From an optimization exercise on the open Yosys and OpenROAD flow, aimed at small area; shortcuts taken in it are not production practice. Function was checked by simulation only, so behaviour that the tests miss may differ from the original. Power is estimated from default activity; no workload was simulated.

Setup of 12-07:
==> module stopwatch, before the edit <==
module stopwatch (
  input clkIn,
  input rstIn,
  input btnRunIn,
  input btnPauseIn,
  input btnClearIn,
  output [7:0] aSegOut,
  output [7:0] cSegOut);
  localparam [1:0] S_IDLE  = 2'd0;   
  localparam [1:0] S_IDLEC = 2'd1;   
  localparam [1:0] S_RUN   = 2'd3;
  localparam [1:0] S_CLEAR = 2'd2;
  reg [1:0] state;
  reg       en;
  always @(posedge clkIn) begin
    if (rstIn) begin
      state <= S_IDLE;
      en    <= 1'b0;
    end else begin
      en <= (state == S_RUN);
      case (state)
        S_RUN:   state <= btnPauseIn ? S_IDLE : (btnClearIn ? S_CLEAR : S_RUN);
        S_CLEAR: state <= S_IDLEC;
        default: state <= btnRunIn ? S_RUN : (btnClearIn ? S_CLEAR : S_IDLE);
      endcase
    end
  end
  wire clr = rstIn | (state == S_IDLEC);
  reg pc, tick;
  always @(posedge clkIn) begin
    if (clr) begin
      pc   <= 1'b0;
      tick <= 1'b0;
    end else begin
      tick <= pc;
      pc   <= ~pc & en;
    end
  end
  function [3:0] nx_ones0(input [3:0] d, input inc);
    begin
      nx_ones0[0] = ~((~d[1] & ~d[2] & ~d[3]) | (~d[0] & ~inc) | (d[0] & ~d[2] & inc) | (~d[1] & ~d[3] & inc));
      nx_ones0[1] = (d[1] & ~inc) | (~d[1] & ~d[2] & inc) | (~d[0] & inc);
      nx_ones0[2] = (d[2] & ~inc) | (d[0] & d[1] & inc) | (d[2] & ~d[3]) | (~d[0] & d[2]);
      nx_ones0[3] = (d[2] & d[3]) | (d[0] & ~d[1] & d[2] & inc);
    end
  endfunction
  function [3:0] nx_ones(input [3:0] d, input inc);
    begin
      nx_ones[0] = ~((~d[1] & ~d[2] & ~d[3]) | (~d[0] & ~inc) | (d[0] & ~d[2] & inc) | (~d[1] & ~d[3] & inc));
      nx_ones[1] = (d[1] & ~inc) | (~d[0] & inc);
      nx_ones[2] = ~((~d[2] & ~inc) | (~d[0] & ~d[2]) | (d[0] & ~d[1] & d[3] & inc));
      nx_ones[3] = (d[2] & d[3]) | (d[0] & ~d[1] & inc);
    end
  endfunction
  function [2:0] nx_tens(input [2:0] d, input inc);
    begin
      nx_tens[0] = (d[0] & d[1] & ~inc) | (~d[0] & d[1] & inc) | (d[0] & d[2]);
      nx_tens[1] = (d[1] & ~inc) | (~d[0] & inc);
      nx_tens[2] = (~d[0] & d[2]) | (d[0] & inc) | (d[1] & d[2]);
    end
  endfunction
  function [3:0] nx_hour(input [3:0] d, input inc);
    begin
      nx_hour[0] = ~((~d[0] & ~inc) | (d[0] & ~d[2] & inc) | (~d[1] & ~d[3] & inc) | (~d[2] & d[3]));
      nx_hour[1] = (d[1] & ~inc) | (~d[0] & inc);
      nx_hour[2] = ~((~d[2] & ~inc) | (~d[0] & ~d[2]) | (d[0] & ~d[1] & d[3] & inc));
      nx_hour[3] = (d[2] & d[3]) | (d[0] & ~d[1] & inc);
    end
  endfunction
  function zo(input [3:0] d); zo = (d[0] & ~d[1] & ~d[2] & ~d[3]); endfunction
  function zt(input [2:0] d); zt = (d[0] & ~d[1] & ~d[2]); endfunction
  reg [3:0] d0, d1, d2, d3, d5, d7;
  reg [2:0] d4, d6;
  always @(posedge clkIn) begin
    if (clr) begin
      d0 <= 4'd0; d1 <= 4'd0; d2 <= 4'd0; d3 <= 4'd0;
      d4 <= 3'd0; d5 <= 4'd0; d6 <= 3'd0; d7 <= 4'd0;
    end else begin
      d0 <= nx_ones0(d0, tick);
      d1 <= nx_ones(d1, zo(d0));
      d2 <= nx_ones(d2, zo(d1));
      d3 <= nx_ones(d3, zo(d2));
      d4 <= nx_tens(d4, zo(d3));
      d5 <= nx_ones(d5, zt(d4));
      d6 <= nx_tens(d6, zo(d5));
      d7 <= nx_hour(d7, zt(d6));
    end
  end
  reg       r1;     
  reg [1:0] rc;     
  reg [2:0] psel;   
  reg [3:0] ch;     
  reg [3:0] seg;    
  wire [2:0] sel = r1 ? 3'd0 :
                   (rc == 2'd0) ? {psel[2] ^ (psel[1] & psel[0]), psel[1] ^ psel[0], ~psel[0]} : psel;
  always @(posedge clkIn) begin
    r1   <= rstIn;
    psel <= sel;
    rc   <= rstIn ? 2'd0 : {rc[0], ~rc[1]};
    if (rstIn) ch <= 4'd0;
    else case (sel)
      3'd0: ch <= d0;
      3'd1: ch <= d1;
      3'd2: ch <= d2;
      3'd3: ch <= d3;
      3'd4: ch <= {1'b0, d4};
      3'd5: ch <= d5;
      3'd6: ch <= {1'b0, d6};
      default: ch <= d7;
    endcase
    seg <= rstIn ? 4'd10 : ch;
  end
  assign cSegOut[0] = (~seg[2] & seg[3]) | (~seg[0] & seg[1]);
  assign cSegOut[1] = (~seg[2] & seg[3]) | (seg[0] & seg[2] & ~seg[3]);
  assign cSegOut[2] = (~seg[2] & seg[3]) | (seg[0] & seg[1] & ~seg[2]);
  assign cSegOut[3] = (~seg[0] & seg[1]) | (~seg[1] & seg[3]);
  assign cSegOut[4] = (~seg[0] & seg[1]) | (~seg[0] & seg[2]) | (~seg[1] & seg[3]) | (seg[1] & seg[2] & ~seg[3]);
  assign cSegOut[5] = (seg[1] & ~seg[2]) | (~seg[2] & seg[3]) | (~seg[0] & ~seg[1] & seg[2]);
  assign cSegOut[6] = (~seg[1] & ~seg[2]) | (~seg[0] & ~seg[2]) | (~seg[0] & seg[3]);
  assign cSegOut[7] = 1'b1;
  assign aSegOut = ~(8'd1 << psel);
endmodule
export LEC_CHECK = 0
export CAP_MARGIN = 20
export CORE_MARGIN = 2
export CORE_UTILIZATION = 40
export SLEW_MARGIN = 20
create_clock -name core_clock -period 4.0 [get_ports {clkIn}]
standard.sh (not shown) runs the stock make flow with config.mk's settings and CLKGATE_MAP_FILE= SYNTH_SCRIPT=/design/flow/synth_recipe.tcl, a recipe that flattens the netlist after the stock synthesis.
==> flow/flow/run.sh <==
#!/bin/bash
# Own layout flow: the standard flow, with two changes.
#  1. Synthesis is ORFS's own script with a stronger, area-oriented ABC
#     script and without half/full-adder extraction. Everything before ABC
#     (and so every register and its name) is as in the standard synthesis;
#     the flow gives each register the instance name the standard synthesis
#     gave it (pairing them by their Q nets) and falls back to the standard
#     netlist if the registers do not pair up.
#  2. Port buffers use the smallest buffer, and clock-tree synthesis uses
#     small clock buffers without dummy loads.
# Each tool's output goes to a log file of its own in the work folder.
set -euo pipefail
WORK=$PWD
FLOW=$WORK/flow
R=$WORK/orfs/results/$FLOW_PLATFORM/stopwatch/base

bash standard.sh synth > log_synth_standard.txt 2>&1
cp $R/1_2_yosys.v $WORK/standard_1_2_yosys.v

# 2. own synthesis
sed -e 's|^\( *\)extract_fa .*$|\1# (adder extraction skipped)|' \
    -e 's|log_cmd abc {\*}\$abc_args|log_cmd abc -script $::env(OWN_ABC_SCRIPT) {*}$lib_args {*}$lib_dont_use_args|' \
    $FLOW_HOME/scripts/synth.tcl > $WORK/own_synth_body.tcl
sed -e "s|source \$::env(SCRIPTS_DIR)/synth.tcl|source $WORK/own_synth_body.tcl|" \
    $WORK/synth_recipe.tcl > $WORK/own_synth.tcl
if OWN_ABC_SCRIPT=$FLOW/area.abc make -C $FLOW_HOME DESIGN_CONFIG=$WORK/config.mk \
     WORK_HOME=$WORK/orfs CLKGATE_MAP_FILE= SYNTH_SCRIPT=$WORK/own_synth.tcl do-yosys \
     > log_synth_own.txt 2>&1 \
   && cp $R/1_2_yosys.v $WORK/own_1_2_yosys.v \
   && python3 $FLOW/fix_regs.py $WORK/standard_1_2_yosys.v $WORK/own_1_2_yosys.v > log_fix_regs.txt 2>&1; then
  echo "using own synthesis" >> log_fix_regs.txt
  cp $WORK/own_1_2_yosys.v $R/1_2_yosys.v
else
  echo "falling back to the standard synthesis" >> log_fix_regs.txt
  cp $WORK/standard_1_2_yosys.v $R/1_2_yosys.v
fi
rm -f $R/1_synth.odb $R/1_synth.sdc

# 3. the rest of the standard flow
export BUFFER_PORTS_ARGS="-buffer_cell sky130_fd_sc_hd__buf_1"
export CTS_ARGS="${OWN_CTS_ARGS:--sink_clustering_enable -repair_clock_nets -dont_use_dummy_load -buf_list sky130_fd_sc_hd__clkbuf_8 -sink_clustering_size 30}"
bash standard.sh > log_layout.txt 2>&1
Other scripts of this flow, unchanged in this note and not shown: flow/flow/area.abc, flow/flow/fix_regs.py
For 11-24, these inputs were changed with respect to 12-07:
--- a/flow/design.v
+++ b/flow/design.v
@@ -83,35 +83,39 @@
       d4 <= nx_tens(d4, zo(d3));
       d5 <= nx_ones(d5, zt(d4));
       d6 <= nx_tens(d6, zo(d5));
       d7 <= nx_hour(d7, zt(d6));
     end
   end
-  reg       r1;     
   reg [1:0] rc;     
+  reg [2:0] sel;    
   reg [2:0] psel;   
   reg [3:0] ch;     
   reg [3:0] seg;    
-  wire [2:0] sel = r1 ? 3'd0 :
-                   (rc == 2'd0) ? {psel[2] ^ (psel[1] & psel[0]), psel[1] ^ psel[0], ~psel[0]} : psel;
   always @(posedge clkIn) begin
-    r1   <= rstIn;
     psel <= sel;
-    rc   <= rstIn ? 2'd0 : {rc[0], ~rc[1]};
-    if (rstIn) ch <= 4'd0;
-    else case (sel)
-      3'd0: ch <= d0;
-      3'd1: ch <= d1;
-      3'd2: ch <= d2;
-      3'd3: ch <= d3;
-      3'd4: ch <= {1'b0, d4};
-      3'd5: ch <= d5;
-      3'd6: ch <= {1'b0, d6};
-      default: ch <= d7;
-    endcase
-    seg <= rstIn ? 4'd10 : ch;
+    if (rstIn) begin
+      rc  <= 2'd0;
+      sel <= 3'd0;
+      ch  <= 4'd0;
+      seg <= 4'd10;
+    end else begin
+      rc <= {rc[0], ~rc[1]};   
+      if (rc == 2'd2) sel <= {sel[2] ^ (sel[1] & sel[0]), sel[1] ^ sel[0], ~sel[0]};
+      case (sel)
+        3'd0: ch <= d0;
+        3'd1: ch <= d1;
+        3'd2: ch <= d2;
+        3'd3: ch <= d3;
+        3'd4: ch <= {1'b0, d4};
+        3'd5: ch <= d5;
+        3'd6: ch <= {1'b0, d6};
+        default: ch <= d7;
+      endcase
+      seg <= ch;
+    end
   end
   assign cSegOut[0] = (~seg[2] & seg[3]) | (~seg[0] & seg[1]);
   assign cSegOut[1] = (~seg[2] & seg[3]) | (seg[0] & seg[2] & ~seg[3]);
   assign cSegOut[2] = (~seg[2] & seg[3]) | (seg[0] & seg[1] & ~seg[2]);
   assign cSegOut[3] = (~seg[0] & seg[1]) | (~seg[1] & seg[3]);
   assign cSegOut[4] = (~seg[0] & seg[1]) | (~seg[0] & seg[2]) | (~seg[1] & seg[3]) | (seg[1] & seg[2] & ~seg[3]);
### Flow results
- 11-24 against 12-07: minimum setup slack among reg-to-reg paths moved up, inverter count of the layout excluding clock inverters down 1.
- Sequential cell fraction of total power delta for 11-24 relative to 12-07: 2.3 points higher
- Taking 12-07 as the reference, in 11-24 clock net sink count shows an increase of 4.1%, sequential share of layout area shows an increase of 0.71 points, number of nets produced by synthesis shows a reduction of about 0.8%, first-pass GRT wire length shows a reduction of 2.1%.

static timing again, ports no longer ideal:
The results above use ideal ports. As a check the final layouts listed here were re-extracted and re-timed, cells and wires unchanged.
Step 1 sets driving cells, clkbuf_16 on the clock port and buf_2 on the other inputs (assumed; they add their load-dependent delay and slew).
Step 2 moves the port delays by t, midway between the first and last clock arrival at a register: inputs arrive t later, outputs are due t later. That takes back most of the time a late clock gives input paths.
a / b / c = no drivers / after step 1 / after step 2; a / b = the first two.
run | t (ns) | slack for setup (ns) | worst hold slack (ns) | latest minus earliest clock arrival (ns) | worst slew at a driven data input, ns
12-07 | 0.317 | 1.728 / 1.703 / 2.008 | 0.404 / 0.404 / 0.404 | 0.015 / 0.015 | 0.03
11-24 | 0.317 | 1.991 / 1.960 / 1.937 | 0.414 / 0.414 / 0.414 | 0.013 / 0.013 | 0.03
After both steps setup and hold are still met in every run listed. The setup slack of 11-24, which loses most, moves by -0.031 ns with the drivers and by -0.054 ns with both steps.
